What follows belongs to an exercise in optimizing a design on an open flow for small area, a short achievable clock period and few clock cycles; a production flow would make more cautious choices. Function not checked in this run: the RTL went through the layout flow alone. Power is estimated from default activity; no workload was simulated.

==> design/flow/config.mk <==
export PLATFORM = sky130hd
export DESIGN_NAME = dcache
export DESIGN_NICKNAME = dcache
export VERILOG_FILES = /design/flow/design.v
export SDC_FILE = /design/flow/constraint.sdc
export NUM_CORES = 8
export LEC_CHECK = 0
export CAP_MARGIN = 20
export CORE_MARGIN = 2
export CORE_UTILIZATION = 45
export PLACE_DENSITY = 0.6
export SETUP_SLACK_MARGIN = 5
export SLEW_MARGIN = 20
==> design/flow/constraint.sdc <==
create_clock -name core_clock -period 13.0 [get_ports {clk}]
set_input_delay 2.6000 -clock core_clock [delete_from_list [all_inputs] [get_ports {clk}]]
set_output_delay 2.6000 -clock core_clock [all_outputs]
set_load 0.01 [all_outputs]
==> design/flow/design.v <==
package torrence_params;
    typedef enum logic[1:0] {
        BYTE = 2'b00,
        HALF,
        WORD
    } memory_operation_size_e;
    typedef enum logic [1:0] {
        STORE = 2'b00,
        LOAD = 2'b01,
        CLFLUSH = 2'b11,
        MO_UNKNOWN = 2'bxx
    } memory_operation_e;
    typedef enum bit [1:0] {
        UNASSIGNED,
        ICACHE,
        DCACHE,
        L2CACHE
    } cache_type_e;
    parameter LINE_SIZE = 32;
    parameter ICACHE_SIZE = 1024;
    parameter ICACHE_ASSOC = 1;
    parameter DCACHE_SIZE = 1024;
    parameter DCACHE_ASSOC = 1;
    parameter L2_SIZE = 4096;
    parameter L2_ASSOC = 4;
    parameter XLEN = 32;
endpackage
module dcache #(
    parameter LINE_SIZE = 32,
    parameter CACHE_SIZE = 512,
    parameter XLEN = 32
) (
    input wire clk,
    input wire reset,
    input wire [XLEN-1:0] req_address,
    input wire [1:0] req_operation,
    input wire [1:0] req_size,
    input wire [XLEN-1:0] req_store_word,
    input wire req_valid,
    output wire [XLEN-1:0] req_loaded_word,
    output wire req_fulfilled,
    output wire [XLEN-1:0] hmem_req_address,
    output wire [1:0] hmem_req_operation,
    output wire [XLEN-1:0] hmem_req_store_word,
    output wire hmem_req_valid,
    input wire [XLEN-1:0] hmem_req_loaded_word,
    input wire hmem_req_fulfilled,
    output wire [XLEN-1:0] hit_value,
    output wire [XLEN-1:0] miss_value,
    output wire [XLEN-1:0] read_value,
    output wire [XLEN-1:0] write_value,
    output wire [XLEN-1:0] writeback_value
);
localparam [1:0] OP_STORE = 2'd0, OP_LOAD = 2'd1;
localparam [1:0] SZ_BYTE = 2'd0, SZ_HALF = 2'd1, SZ_WORD = 2'd2;
function automatic [31:0] align_load(input [31:0] w, input [1:0] ofs, input [1:0] sz);
    reg [7:0] b;
    reg [15:0] h;
    begin
        case (ofs)
            2'd0: b = w[7:0];
            2'd1: b = w[15:8];
            2'd2: b = w[23:16];
            default: b = w[31:24];
        endcase
        h = ofs[1] ? w[31:16] : w[15:0];
        case (sz)
            SZ_BYTE: align_load = {24'd0, b};
            SZ_HALF: align_load = {16'd0, h};
            default: align_load = w;
        endcase
    end
endfunction
function automatic [2:0] first8(input [7:0] m);
    begin
        casez (m)
            8'b???????1: first8 = 3'd0;
            8'b??????10: first8 = 3'd1;
            8'b?????100: first8 = 3'd2;
            8'b????1000: first8 = 3'd3;
            8'b???10000: first8 = 3'd4;
            8'b??100000: first8 = 3'd5;
            8'b?1000000: first8 = 3'd6;
            default:     first8 = 3'd7;
        endcase
    end
endfunction
reg [22:0] tag_r [0:15];
reg [15:0] lv;
reg [15:0] ldirty;   
reg [127:0] V;    
reg [127:0] D;    
reg [3:0]  vset0, vset1;
reg [22:0] vtag0, vtag1;
reg [7:0]  vmask0, vmask1;
reg        st;         
reg        ful_q;      
reg [31:0] a_q;
reg [1:0]  op_q, sz_q;
reg [31:0] sd_q;
reg        hitfirst_q, wb_q, rdreq_q;
reg [31:0] rdata_q;
reg        hm_valid, hm_write, hm_dem, hm_cancel;
reg [1:0]  hm_kind;    
reg [29:0] hm_addr;
reg [31:0] hm_wdata;
reg        vb_valid;
reg [29:0] vb_addr;
reg [31:0] vb_data;
reg        psb_valid;
reg [6:0]  psb_slot;
reg [3:0]  psb_be;
reg [31:0] psb_data;
reg        topsb_q;
reg [3:0]  pf_set, rr_set;
reg [15:0] touched;    
reg [5:0]  age_cnt;
reg [31:0] c_hit, c_miss, c_read, c_write, c_wb;
function automatic [31:0] inc32(input [31:0] x);
    integer k;
    begin
        for (k = 0; k < 32; k = k + 1)
            inc32[k] = x[k] ^ ((k == 0) ? 1'b1 : &(x | ~((32'd1 << k) - 32'd1)));
    end
endfunction
assign req_fulfilled = ful_q;
assign req_loaded_word = align_load(rdata_q, a_q[1:0], sz_q);
assign hmem_req_valid = hm_valid;
assign hmem_req_address = {hm_addr, 2'b00};
assign hmem_req_operation = hm_write ? OP_STORE : OP_LOAD;
assign hmem_req_store_word = hm_wdata;
assign hit_value = c_hit;
assign miss_value = c_miss;
assign read_value = c_read;
assign write_value = c_write;
assign writeback_value = c_wb;
wire [31:0] slot_q [0:127];
wire        use_int = st & ~rdreq_q;
reg        wcq_valid;
reg [1:0]  wcq_kind;
reg [22:0] wcq_tag;
reg [6:0]  wcq_slot;
wire [6:0]  p1_slot = use_int ? wcq_slot : req_address[8:2];
wire [31:0] p1_word = slot_q[p1_slot];
wire [22:0] in_tag = req_address[31:9];
wire [3:0]  in_set = req_address[8:5];
wire [2:0]  in_word = req_address[4:2];
wire [6:0]  in_slot = req_address[8:2];
wire [22:0] a_tag = a_q[31:9];
wire [3:0]  a_set = a_q[8:5];
wire [2:0]  a_word = a_q[4:2];
wire [6:0]  a_slot = a_q[8:2];
wire [6:0]  hm_slot = hm_addr[6:0];
wire [3:0]  hm_set = hm_addr[6:3];
wire [2:0]  hm_word = hm_addr[2:0];
wire is_flush = op_q[1];
wire is_load  = ~op_q[1] & op_q[0];
wire is_store = ~op_q[1] & ~op_q[0];
wire done      = hm_valid & hmem_req_fulfilled;
wire store_now = st & ful_q & is_store;
wire psb_aset  = psb_valid & (psb_slot[6:3] == a_q[8:5]);
wire slow      = st & ~ful_q;
wire [7:0] a_Vrow = V[a_set*8 +: 8];
wire [7:0] a_Drow = D[a_set*8 +: 8];
wire       lh     = lv[a_set] & (tag_r[a_set] == a_tag);
wire       Vl     = a_Vrow[a_word];
wire       v0_live = |vmask0;
wire       v1_live = |vmask1;
wire [7:0] a_occ  = ((v0_live && vset0 == a_set) ? vmask0 : 8'd0) |
                    ((v1_live && vset1 == a_set) ? vmask1 : 8'd0);
wire       occ_l  = a_occ[a_word];
wire       vpend_s = (v0_live && vset0 == a_set) || (v1_live && vset1 == a_set);
wire       row_dirty = lv[a_set] & (|a_Drow);
wire       a_vbhit = (vb_valid & (vb_addr[29:3] == a_q[31:5])) | psb_aset;
wire       vmatch_l = a_vbhit || (v0_live && vset0 == a_set && vtag0 == a_tag) ||
                      (v1_live && vset1 == a_set && vtag1 == a_tag);
wire a_rc0 = v0_live & (vset0 == a_set) & (vtag0 == a_tag) & ~(hm_valid & hm_write & (hm_kind == 2'd0)) &
             ~(wcq_valid & (wcq_kind == 2'd0));
wire a_rc1 = v1_live & (vset1 == a_set) & (vtag1 == a_tag) & ~(hm_valid & hm_write & (hm_kind == 2'd1)) &
             ~(wcq_valid & (wcq_kind == 2'd1));
wire a_rc  = a_rc0 | a_rc1;
wire can_install  = (~vpend_s | a_rc) & ~a_vbhit & (~row_dirty | ~v0_live | ~v1_live | a_rc);
wire install_now  = slow & ~is_flush & ~lh & can_install;
wire        inst     = inst0 | install_now;
wire [3:0]  i_set    = st ? a_set : in_set;
wire [22:0] i_tag    = st ? a_tag : in_tag;
wire [22:0] i_oldtag = tag_r[i_set];
wire        i_dirty  = st ? row_dirty : in_row_dirty;
wire        i_rc     = st ? a_rc : in_rc;
wire        i_rc1    = st ? ~a_rc0 : ~in_rc0;
wire [7:0]  i_rcmask = (st ? a_rc0 : in_rc0) ? vmask0 : vmask1;
wire [7:0]  i_Drow   = st ? a_Drow : (in_Drow & ~(vbcap ? (8'd1 << in_word) : 8'd0));
wire dem_fill_need = slow & ~is_flush & lh & ~Vl & ~occ_l & (is_load | (sz_q != SZ_WORD));
wire flush_dem     = slow & is_flush & ~vmatch_l & lh & (|a_Drow);
wire fill_ok = done & ~hm_write & ~hm_cancel & ~(store_now & ~topsb_q);
wire fill_mine = fill_ok & (hm_slot == a_slot) & lh;
wire psb_fill = psb_valid & (hm_slot == psb_slot);
reg [3:0] st_be;
always @(*) begin
    case (sz_q)
        SZ_BYTE: st_be = 4'b0001 << a_q[1:0];
        SZ_HALF: st_be = a_q[1] ? 4'b1100 : 4'b0011;
        default: st_be = 4'b1111;
    endcase
end
wire [31:0] st_bus = (sz_q == SZ_BYTE) ? {4{sd_q[7:0]}} :
                     (sz_q == SZ_HALF) ? {2{sd_q[15:0]}} : sd_q;
wire [31:0] fill_word;
genvar gb;
generate
    for (gb = 0; gb < 4; gb = gb + 1) begin : fmerge
        assign fill_word[gb*8 +: 8] = (store_now & (hm_slot == a_slot) & st_be[gb]) ? st_bus[gb*8 +: 8] :
                                      (psb_fill & psb_be[gb]) ? psb_data[gb*8 +: 8] : hmem_req_loaded_word[gb*8 +: 8];
    end
endgenerate
wire byp_fill = fill_ok & (hm_slot == in_slot);
wire line_hit_in = lv[in_set] & (tag_r[in_set] == in_tag);
wire Vin = V[in_slot] | byp_fill;
wire [7:0] in_occ = ((v0_live && vset0 == in_set) ? vmask0 : 8'd0) |
                    ((v1_live && vset1 == in_set) ? vmask1 : 8'd0);
wire occ_in = in_occ[in_word];
wire anyd_in = |D[in_set*8 +: 8];
wire in_psb_set = psb_valid & (psb_slot[6:3] == req_address[8:5]);
wire in_psb_same = psb_valid & (psb_slot == req_address[8:2]);
wire in_vbhit = (vb_valid & (vb_addr[29:3] == req_address[31:5])) | in_psb_set;
wire vmatch_in = in_vbhit || (v0_live && vset0 == in_set && vtag0 == in_tag) ||
                 (v1_live && vset1 == in_set && vtag1 == in_tag);
wire [7:0] in_Drow = D[in_set*8 +: 8];
wire in_row_dirty = lv[in_set] & (|in_Drow);
wire in_vpend = (v0_live && vset0 == in_set) || (v1_live && vset1 == in_set);
wire in_rc0 = v0_live & (vset0 == in_set) & (vtag0 == in_tag) & ~(hm_valid & hm_write & (hm_kind == 2'd0));
wire in_rc1 = v1_live & (vset1 == in_set) & (vtag1 == in_tag) & ~(hm_valid & hm_write & (hm_kind == 2'd1));
wire in_rc  = in_rc0 | in_rc1;
wire [7:0] in_rcmask = in_rc0 ? vmask0 : vmask1;
wire in_can_install = (~in_vpend | in_rc) & ~in_vbhit & (~in_row_dirty | ~v0_live | ~v1_live | in_rc);
wire inst0 = ~st & req_valid & ~req_operation[1] & ~line_hit_in & in_can_install;
wire inst0_dslot = in_row_dirty & in_Drow[in_word];
wire vbcap = inst0 & inst0_dslot & ~vb_valid;
wire inst0_vslot = inst0_dslot & vb_valid;
wire inst0_vok = inst0 & in_rc & in_rcmask[in_word];
wire df0_valid = ~st & req_valid & ~req_operation[1] & (req_operation[0] | (req_size != SZ_WORD)) &
                 ((line_hit_in & ~Vin & ~occ_in &
                   ~(hm_valid & ~hm_write & ~hm_cancel & (hm_slot == in_slot))) |
                  (inst0 & ~inst0_vslot & ~inst0_vok));
wire topsb_in = ~req_operation[1] & ~req_operation[0] & (req_size != SZ_WORD) &
                ((line_hit_in & ~Vin & ~occ_in & (~psb_valid | in_psb_same)) |
                 (inst0 & ~inst0_vslot & ~inst0_vok & ~psb_valid));
reg fast_in;
always @(*) begin
    if (req_operation[1])
        fast_in = ~vmatch_in & (~line_hit_in | ~anyd_in);
    else if (req_operation[0])
        fast_in = (line_hit_in & Vin) | inst0_vok;
    else
        fast_in = (line_hit_in & (Vin | ((req_size == SZ_WORD) & ~occ_in))) |
                  (inst0 & (req_size == SZ_WORD) & ~inst0_vslot) | topsb_in | inst0_vok;
end
wire [31:0] rd_in = byp_fill ? fill_word : p1_word;
wire [7:0] c2mask = a_Drow & ~((hm_valid && hm_write && hm_kind == 2'd2 && hm_set == a_set) ? (8'd1 << hm_word) : 8'd0);
wire [7:0] m0 = vmask0 & ~((hm_valid && hm_write && hm_kind == 2'd0) ? (8'd1 << hm_word) : 8'd0);
wire [7:0] m1 = vmask1 & ~((hm_valid && hm_write && hm_kind == 2'd1) ? (8'd1 << hm_word) : 8'd0);
wire rq_wait = slow & ~is_flush & lh & ~Vl;
wire rq_e0 = rq_wait & v0_live & (vset0 == a_set) & m0[a_word];
wire rq_e1 = rq_wait & v1_live & (vset1 == a_set) & m1[a_word];
wire prefer1 = slow & (vset1 == a_set) & (|m1) & ~((vset0 == a_set) & (|m0));
reg        wc_valid;
reg [1:0]  wc_kind;
reg [22:0] wc_tag;
reg [3:0]  wc_set;
reg [2:0]  wc_word;
always @(*) begin
    if (rq_e0 | rq_e1) begin
        wc_valid = 1'b1; wc_kind = rq_e0 ? 2'd0 : 2'd1; wc_tag = rq_e0 ? vtag0 : vtag1;
        wc_set = a_set; wc_word = a_word;
    end else if (flush_dem) begin
        wc_valid = |c2mask; wc_kind = 2'd2; wc_tag = a_tag; wc_set = a_set; wc_word = first8(c2mask);
    end else if ((|m0) & ~prefer1) begin
        wc_valid = 1'b1; wc_kind = 2'd0; wc_tag = vtag0; wc_set = vset0; wc_word = first8(m0);
    end else begin
        wc_valid = |m1; wc_kind = 2'd1; wc_tag = vtag1; wc_set = vset1; wc_word = first8(m1);
    end
end
reg wcq_bit;
always @(*) begin
    case (wcq_kind)
        2'd0: wcq_bit = vmask0[wcq_slot[2:0]] & (vset0 == wcq_slot[6:3]);
        2'd1: wcq_bit = vmask1[wcq_slot[2:0]] & (vset1 == wcq_slot[6:3]);
        default: wcq_bit = D[wcq_slot];
    endcase
end
wire wcq_ok = wcq_valid & wcq_bit & ~(hm_valid & hm_write & (hm_slot == wcq_slot));
wire df_valid = dem_fill_need & ~(hm_valid & ~hm_write & ~hm_cancel & (hm_slot == a_slot));
function automatic [7:0] pf_need(input [3:0] r);
    reg [7:0] occ;
    begin
        occ = ((v0_live && vset0 == r) ? vmask0 : 8'd0) |
              ((v1_live && vset1 == r) ? vmask1 : 8'd0);
        pf_need = ~V[r*8 +: 8] & ~occ & {8{lv[r]}} &
                  ~((hm_valid && !hm_write && !hm_cancel && hm_set == r) ? (8'd1 << hm_word) : 8'd0);
    end
endfunction
wire [7:0] pf_row1 = pf_need(pf_set);
wire [7:0] pf_row2 = pf_need(rr_set) & {8{touched[rr_set]}};
wire       pf_use1 = |pf_row1;
wire [3:0] pf_r    = pf_use1 ? pf_set : rr_set;
wire [7:0] pf_row  = pf_use1 ? pf_row1 : pf_row2;
wire pf_valid = |pf_row;
wire vb_cand = vb_valid & ~(hm_valid & hm_write & (hm_kind == 2'd3));
wire psb_cand = psb_valid & ~(hm_valid & ~hm_write & ~hm_cancel & (hm_slot == psb_slot));
reg        nx_valid, nx_write, nx_dem;
reg [1:0]  nx_kind;
reg [29:0] nx_addr;
always @(*) begin
    nx_valid = 1'b0; nx_write = 1'b0; nx_dem = 1'b0; nx_kind = 2'd0;
    nx_addr = {tag_r[pf_r], pf_r, first8(pf_row)};
    if (df_valid | df0_valid) begin
        nx_valid = 1'b1; nx_dem = 1'b1; nx_addr = st ? a_q[31:2] : req_address[31:2];
    end else if (vb_cand) begin
        nx_valid = 1'b1; nx_write = 1'b1; nx_kind = 2'd3; nx_addr = vb_addr;
    end else if (psb_cand) begin
        nx_valid = 1'b1; nx_addr = {tag_r[psb_slot[6:3]], psb_slot};
    end else if (wcq_ok & use_int) begin
        nx_valid = 1'b1; nx_write = 1'b1; nx_dem = (wcq_kind == 2'd2); nx_kind = wcq_kind;
        nx_addr = {wcq_tag, wcq_slot};
    end else if (pf_valid) begin
        nx_valid = 1'b1;
    end
end
wire cur_is_pf = hm_valid & ~hm_write & ~hm_dem;
wire preempt = hm_valid & (hm_cancel | (~hm_dem & (df_valid | df0_valid | (cur_is_pf & (vb_cand | psb_cand | (wcq_ok & use_int))))));
wire take_nx = ~hm_valid | hmem_req_fulfilled | preempt;
wire [31:0] wbus = (store_now & ~topsb_q) ? st_bus : fill_word;
genvar g;
generate
    for (g = 0; g < 128; g = g + 1) begin : slot
        reg [31:0] q;
        wire st_sel = store_now & ~topsb_q & (a_slot == g);
        wire fl_sel = fill_ok & (hm_slot == g);
        integer b;
        always @(posedge clk) begin
            for (b = 0; b < 4; b = b + 1)
                if ((st_sel & st_be[b]) | fl_sel) q[b*8 +: 8] <= wbus[b*8 +: 8];
        end
        assign slot_q[g] = q;
    end
endgenerate
integer i;
always @(posedge clk) begin
    if (reset) begin
        st <= 1'b0;
        ful_q <= 1'b0;
        rdreq_q <= 1'b0;
        lv <= 16'd0;
        vmask0 <= 8'd0;
        vmask1 <= 8'd0;
        hm_valid <= 1'b0;
        hm_cancel <= 1'b0;
        vb_valid <= 1'b0;
        psb_valid <= 1'b0;
        wcq_valid <= 1'b0;
        pf_set <= 4'd0;
        rr_set <= 4'd0;
        touched <= 16'd0;
        age_cnt <= 6'd0;
        c_hit <= 32'd0;
        c_miss <= 32'd0;
        c_read <= 32'd0;
        c_write <= 32'd0;
        c_wb <= 32'd0;
    end else begin
        if (take_nx) begin
            hm_valid <= nx_valid;
            hm_write <= nx_write;
            hm_dem <= nx_dem;
            hm_kind <= nx_kind;
            hm_addr <= nx_addr;
            hm_wdata <= (nx_kind == 2'd3) ? vb_data : p1_word;
            hm_cancel <= (inst & nx_valid & ~nx_write & ~nx_dem & (nx_addr[6:3] == i_set)) |
                         (store_now & ~topsb_q & ~nx_write & (nx_addr[6:0] == a_slot));
        end else begin
            hm_cancel <= hm_cancel | (inst & ~hm_write & (hm_set == i_set)) |
                         (store_now & ~topsb_q & ~hm_write & (hm_slot == a_slot));
        end
        wcq_valid <= wc_valid;
        wcq_kind <= wc_kind;
        wcq_tag <= wc_tag;
        wcq_slot <= {wc_set, wc_word};
        if (~|pf_row2) rr_set <= rr_set + 4'd1;
        if (done & hm_write) begin
            case (hm_kind)
                2'd0: vmask0[hm_word] <= 1'b0;
                2'd1: vmask1[hm_word] <= 1'b0;
                2'd2: D[hm_slot] <= 1'b0;
                default: vb_valid <= 1'b0;
            endcase
        end
        if (fill_ok) V[hm_slot] <= 1'b1;
        if (fill_ok & psb_fill) begin
            D[hm_slot] <= 1'b1;
            psb_valid <= 1'b0;
        end
        if (vbcap) begin
            vb_valid <= 1'b1;
            vb_addr <= {i_oldtag, in_slot};
            vb_data <= p1_word;
        end
        if (~st & req_valid & ~req_operation[1] & in_can_install)
            tag_r[in_set] <= in_tag;
        if (install_now)
            tag_r[a_set] <= a_tag;
        if (inst) begin
            lv[i_set] <= 1'b1;
            ldirty[i_set] <= 1'b0;
            for (i = 0; i < 8; i = i + 1) begin
                V[i_set*8 + i] <= i_rc & i_rcmask[i];
                D[i_set*8 + i] <= i_rc & i_rcmask[i];
            end
            pf_set <= i_set;
            if (i_rc) begin
                if (!i_rc1) begin
                    vtag0 <= i_oldtag; vmask0 <= i_dirty ? i_Drow : 8'd0;
                end else begin
                    vtag1 <= i_oldtag; vmask1 <= i_dirty ? i_Drow : 8'd0;
                end
            end else if (i_dirty) begin
                if (!v0_live) begin
                    vset0 <= i_set; vtag0 <= i_oldtag; vmask0 <= i_Drow;
                end else begin
                    vset1 <= i_set; vtag1 <= i_oldtag; vmask1 <= i_Drow;
                end
            end
        end
        if (!st) begin
            rdata_q <= rd_in;
            if (req_valid) begin
                st <= 1'b1;
                ful_q <= fast_in;
                a_q <= req_address;
                op_q <= req_operation;
                sz_q <= req_size;
                sd_q <= req_store_word;
                hitfirst_q <= line_hit_in;
                wb_q <= inst0 & lv[in_set] & ldirty[in_set];
                rdreq_q <= 1'b0;
                topsb_q <= topsb_in;
            end
        end else if (ful_q) begin
            st <= 1'b0;
            ful_q <= 1'b0;
            if (is_store & topsb_q & fill_ok & (hm_slot == a_slot)) begin
                D[a_slot] <= 1'b1;
            end else if (is_store & topsb_q) begin
                psb_valid <= 1'b1;
                psb_slot <= a_slot;
                psb_be <= st_be | ((psb_valid && psb_slot == a_slot) ? psb_be : 4'd0);
                for (i = 0; i < 4; i = i + 1)
                    if (st_be[i]) psb_data[i*8 +: 8] <= st_bus[i*8 +: 8];
            end else if (is_store) begin
                V[a_slot] <= 1'b1;
                D[a_slot] <= 1'b1;
                if (psb_valid && psb_slot == a_slot) psb_valid <= 1'b0;
            end
            if (is_flush & lh) lv[a_set] <= 1'b0;
            if (is_store) ldirty[a_set] <= 1'b1;
            age_cnt <= age_cnt + 6'd1;
            if (age_cnt == 6'd63) touched <= 16'd0;
            if (!is_flush) touched[a_set] <= 1'b1;
            if (!is_flush) begin
                if (hitfirst_q) c_hit <= inc32(c_hit);
                else c_miss <= inc32(c_miss);
                if (wb_q) c_wb <= inc32(c_wb);
                if (is_load) c_read <= inc32(c_read);
                else c_write <= inc32(c_write);
            end
        end else begin
            if (install_now) wb_q <= lv[a_set] & ldirty[a_set];
            if (fill_mine & ~is_flush) begin
                ful_q <= 1'b1;
                rdata_q <= fill_word;
            end else if (is_load & lh & Vl) begin
                if (!rdreq_q) rdreq_q <= 1'b1;
                else begin
                    rdreq_q <= 1'b0;
                    ful_q <= 1'b1;
                    rdata_q <= p1_word;
                end
            end else if (is_store & lh & (Vl | ((sz_q == SZ_WORD) & ~occ_l))) begin
                ful_q <= 1'b1;
            end else if (is_flush & ~vmatch_l & ~(lh & (|a_Drow))) begin
                ful_q <= 1'b1;
            end
        end
    end
end
endmodule
==> design/flow/run.sh <==
#!/bin/bash
# synth_recipe.tcl (not shown) runs the flow's synth.tcl, then flattens the netlist and writes it again
# the make line also repeats each setting of config.mk as NAME=value (left out here)
make -C /OpenROAD-flow-scripts/flow DESIGN_CONFIG=/design/flow/config.mk WORK_HOME=/design/flow/orfs CLKGATE_MAP_FILE= SYNTH_SCRIPT=/design/flow/synth_recipe.tcl finish
==> run summary <==
## cells in the final DEF, fill, tap and decap left out, drive strengths merged, types with 82 or more instances in the layout
cell type / Yosys / final
clkdlybuf4s50: 0 / 352
mux2i: 376 / 376
nor4: 129 / 129
xor2: 222 / 222
clkinv: 2 / 241
clkbuf: 912 / 724
a22o: 564 / 564
nor2b: 82 / 82
diode: 0 / 291
inv: 91 / 113
nor2: 640 / 640
mux2: 116 / 116
xnor2: 235 / 235
nor3: 129 / 129
buf: 274 / 1046
and3: 91 / 91
nand4: 381 / 381
mux4: 579 / 579
edfxtp: 5096 / 5096
o21ai: 1070 / 1070
nand2: 1419 / 1419
a21oi: 387 / 387
a22oi: 955 / 955
nand3: 527 / 527
dfxtp: 238 / 238
a221oi: 585 / 585
## per-stage QoR
stage | std cells | total power [uW] | utilization [%] | setup slack [ps]
6_report | 24600 | 40900 | 52.5 | 4550
5_1_grt | 24400 | 41300 | 52.4 | 4820
4_1_cts | 24300 | 40400 | 52.3 | 5020
3_5_place_dp | 23300 | 24400 | 48.7 | 2720
3_3_place_gp | 23300 | 24400 | 48.7 | 2700
2_1_floorplan | 16100 | 22100 | - | 5020
## state kept, by name, indices dropped and copies added (netlist names), 128 cells and up, named ones only
| name | count |
|---|---|
| tag_r | 368 |
| V | 128 |
| slot.q | 4096 |
| D | 128 |
## worst max path at each step
stage                         startpoint           end  cells past startpoint  slack (ps)
final                     req_address[5]  hm_wdata[21]                     16        4550
after global placement    req_address[5]   hm_addr[19]                     15        2700
after CTS                 req_address[7]   hm_wdata[1]                     14        5020
after global routing      req_address[5]  hm_wdata[18]                     15        4820
after floorplan                    reset   tag_r[0][0]                      3        5020
after detailed placement  req_address[5]   hm_addr[19]                     15        2720
## tightest hold or removal path: cells and delay by family (launching register included)
family	cells	cell delay [ps]
compound gates	1	50
flops	1	320
simple gates	1	50
## synthesized netlist by cell type (51+ instances only)
cell type | count | area [um^2]
sky130_fd_sc_hd__nor2_1 | 639 | 2400
sky130_fd_sc_hd__a222oi_1 | 60 | 601
sky130_fd_sc_hd__o211ai_1 | 72 | 541
sky130_fd_sc_hd__inv_1 | 83 | 312
sky130_fd_sc_hd__o21ai_0 | 1067 | 5340
sky130_fd_sc_hd__mux4_2 | 579 | 13000
sky130_fd_sc_hd__a21oi_1 | 387 | 1940
sky130_fd_sc_hd__a211oi_1 | 51 | 383
sky130_fd_sc_hd__xnor2_1 | 235 | 2060
sky130_fd_sc_hd__edfxtp_1 | 5096 | 153000
sky130_fd_sc_hd__a221oi_1 | 584 | 5110
sky130_fd_sc_hd__buf_1 | 177 | 664
sky130_fd_sc_hd__nand2_1 | 1419 | 5330
sky130_fd_sc_hd__nand4_1 | 381 | 2380
sky130_fd_sc_hd__nand3_1 | 527 | 2640
sky130_fd_sc_hd__dfxtp_1 | 238 | 4760
sky130_fd_sc_hd__nor2b_1 | 82 | 513
sky130_fd_sc_hd__nor3_1 | 129 | 646
sky130_fd_sc_hd__a22o_1 | 564 | 4940
sky130_fd_sc_hd__nor4_1 | 125 | 782
sky130_fd_sc_hd__and2_1 | 75 | 469
sky130_fd_sc_hd__o22ai_1 | 51 | 319
sky130_fd_sc_hd__mux2i_1 | 376 | 3760
sky130_fd_sc_hd__o221ai_1 | 79 | 692
sky130_fd_sc_hd__and3_1 | 90 | 563
sky130_fd_sc_hd__nand2b_1 | 69 | 432
sky130_fd_sc_hd__mux2_2 | 116 | 1310
sky130_fd_sc_hd__xor2_1 | 222 | 1940
sky130_fd_sc_hd__a22oi_1 | 955 | 7170
sky130_fd_sc_hd__clkbuf_1 | 909 | 3410
sky130_fd_sc_hd__buf_2 | 76 | 380
## power by group through the flow
stage	sequential, uW	clock, uW	combinational (uW)
after floorplan	19700	0	2370
after global placement	19900	0	4510
after detailed placement	19900	0	4530
after CTS	19500	16300	4550
after global routing	19500	17000	4850
final	19600	16400	4860
## area by class of cell
type                            instances  area share, %
Clock buffer                          721           5.57
Timing Repair Buffer                 1401           4.33
Inverter                               93          0.133
Sequential cell                      5334           58.2
Antenna cell                          291          0.268
Clock inverter                        307           1.21
Multi-Input combinational cell       9530           27.1
Tap cell                             6916           3.19
## layer usage
| layer | vias up | share of wire (%) | GRT usage (%) |
|---|---|---|---|
| li1 | 67300 | - | - |
| met1 | 96600 | 32 | 58.7 |
| met2 | 22600 | 40 | 68.4 |
| met3 | 6267 | 17 | 24.1 |
| met4 | 90 | 11 | 42.5 |
| met5 | - | 0.16 | 3.36 |
## kinds of logic after synthesis
kind of cell	after synthesis	synth area share, %
xor+xnor	457	1.72
mux	1071	7.77
other cells	1	0.00161
simple gates	3713	7.48
flops	5334	67.7
compound gates	4236	13.0
buf+inv	1279	2.14
fa+ha+maj	50	0.268
## what timing repair did
action,CTS,global route
pin swaps,2,0
gates resized for setup,7,8
endpoints found under the setup margin,253,90
buffers inserted,4,0
cloned,0,0
==> flow_results.org <==
** Routing
- In the routed design, unresolved DRC markers number 0.
- DRT Wirelength :: between 1000000 and 1500000 um
- Average routed wire per standard cell :: ~55 um
- Before antenna repair, the detailed router went through 17 iterations.
- Using the TritonRoute via totals, the vias-per-cell ratio works out to ~7.8.
- In this run, the number of DRC markers left after iteration 0 of detailed routing was 45300.
- Number of vias after detailed routing :: 193000
- In this run the remaining antenna-violating nets after routing total 0.

** Critical path
- By instance count, the cell type seen most on the critical path is sky130_fd_sc_hd__buf_4.
- Max Fanout on Critical Path :: 46
- Terminus of the critical flop-to-flop path :: D[82]
- Kind of end point of the critical path :: register
- Worst-case register-to-register setup slack :: 5180 ps
- By startpoint and endpoint, the worst setup path is classified as primary input to register.
- WP buf/inv :: 6
- STA classifies the critical path startpoint as a primary input.
- STA puts the critical path data arrival time at 9370 ps.
- Walking the worst path, the cells encountered are buf_12 > inv_2 > buf_4 > a31oi_1 > buf_4 > or2_2 > nor2_4 > buf_4 > buf_4 > a22o_1 > a221oi_1 > nand3_1 > nor4_1 > nand4_1 > mux2_2 > mux2_2.
- FF-to-FF path depth :: 17
- Crit-path max cell delay :: 1000 ps
- Required arrival time at the worst endpoint :: 13920 ps
- Top delay family on crit path :: simple AND/OR/NAND/NOR gates
- On the critical path, the stage with the largest delay is an instance of sky130_fd_sc_hd__nand4_1.

** Place
- Summing all placed instances gives a cell area of ~250000 um^2.
- At the end of routability-driven placement, the weighted congestion stood at roughly 1.1.
- The count of buffers added on input and output ports is 360.
- Half-perimeter wire length after detailed placement :: 883000 um

** Clock network
- Total number of clock tree sinks :: between 5000 and 6000
- In this run, CTS created clock tree buffers numbering about 570.
- Skew-Pair Late Insertion Delay :: ~1200 ps
- In this run the number of H-tree levels came out at 6.
- Number of hold buffers added after cts :: 0
- Clock Root Buffer :: sky130_fd_sc_hd__clkbuf_16
- Max Root-Sink Buffers :: 4
- Clock-pin slew was measured on the worst setup and hold paths at ~60 ps.
- TritonCTS built the clock tree.

** Global route
- Number of global-route vias before repair :: between 150k and 200k
- Summed over all layers, the global routing overflow is 0.
- Initial antenna violation count :: between 150 and 200
- The first global-routing pass estimated 1710000 um of wire.
- Largest net degree at the start of global routing :: ~180
- All-layer global routing usage :: 50.1%

** Power
- Summed over all nets, the switching power comes to around 11000 uW.
- The share of total power dissipated in sequential elements is around 48%.
- IR Drop Worst-Case VDD :: 150 uV
- Net switching is about 27% of the power.
- The analysis attributes to cell leakage a power of between 0.08 and 0.09 uW.
- Of the total power, the clock network draws 40.2%.
- Combinational cells account for around an eighth of the total power.
- Internal :: 29600 uW
- Pwr dens :: about 150 nW/um^2

** Finish
- In the final layout, the multi-input gates occupy 73600 um^2.
- The area growth from synthesis to layout is 16.3%.
- Final net count :: approximately 17000
- Register area :: between 150000 and 200000 um^2
- Layout filler cell count :: between 40000 and 50000
- Fraction of layout instances using a drive strength above 1 :: about 18%
- The finished cells cover ~270000 um^2.

** Synthesis
- Share of flip-flops with an asynchronous set or reset :: 0%
- The synthesized design contains approximately 5300 register bits.
- The synthesized netlist contains 95 unique library cells.
- The synthesized netlist occupies a cell area of around 230000 um^2.
- Averaged over all synthesized cells, the footprint is around 14 um^2.
- EDFF count, synth :: ~5100
- Post-synthesis instance total :: 16100
- Among all flip-flop cells after synthesis, the most frequent one is sky130_fd_sc_hd__edfxtp_1.
- The share of the Yosys chip area taken by registers is around 68%.
- For this run, the number of Yosys warnings is 1.

** Timing
- Setup violations, final :: 0
- For this run, the top clock speed supported by timing is between 100 and 150 MHz.
- For the pin with the worst max-slew slack, the measured transition is 1430 ps.
- Shortest clock period the worst path allows after layout :: 8450 ps
- Setup repair after global routing left no endpoint under its margin.
- Final Hold Fails :: 0
- Final setup skew :: 154 ps
- Final clock period utilization by the worst path :: around 65%
- Total count of max-transition violations in the final report :: 0
- For the final routed database, the setup TNS stands at 0 ps.
- Worst hold-check slack :: around 470 ps
- Relative slew margins :: between 4 and 5%

** Min path
- The path class of the tightest hold or removal check is register to register.
- The worst hold path passes through 2 cells.
- For hold timing, the worst endpoint is c_hit[1].
- Worst min-delay path startpoint :: c_hit[1]

** Floorplan
- Site row count :: approximately 260
- The die is around 720 um tall.
- Initial Util :: between 40% and 50%
- roughly 360 I/O pins were placed.
- The floorplan step set the die width to between 700 and 800 um.
- The die covers around 520000 um^2.
- In this run the standard cell core region covers 517000 um^2.

** Job
- Max-cap violations in this run came to 0.

** Outcome
- The flow ran to the end and the layout has no timing, DRC or antenna violations.

-- port drivers added, routing unchanged --
How much do the figures lean on ideal ports? The routed layout below was timed once more, with nothing changed but the port constraints. Step 1 (the two cells are an assumption about what drives the block):
set clk [get_ports {clk}]
set_driving_cell -lib_cell sky130_fd_sc_hd__clkbuf_16 $clk
set_driving_cell -lib_cell sky130_fd_sc_hd__buf_2 [delete_from_list [all_inputs] $clk]
Step 2, shift: input delay + t, output delay - t, t = (earliest + latest rising clock arrival at the registers) / 2. This alone moves slack from input paths to output paths. a / b / c = ideal ports / drivers / drivers and shift; a / b = the first two.
t (ns): 1.269
setup slack, ns: 4.547 / 4.615 / 3.346
worst hold slack (ns): 0.472 / 0.472 / 0.472
worst slew at a driven data input, ns: 0.31
cell pins on the clock port's net: 1
After both steps setup and hold are still met in this run. The setup slack of this run moves by +0.068 ns with the drivers and by -1.201 ns with both steps.
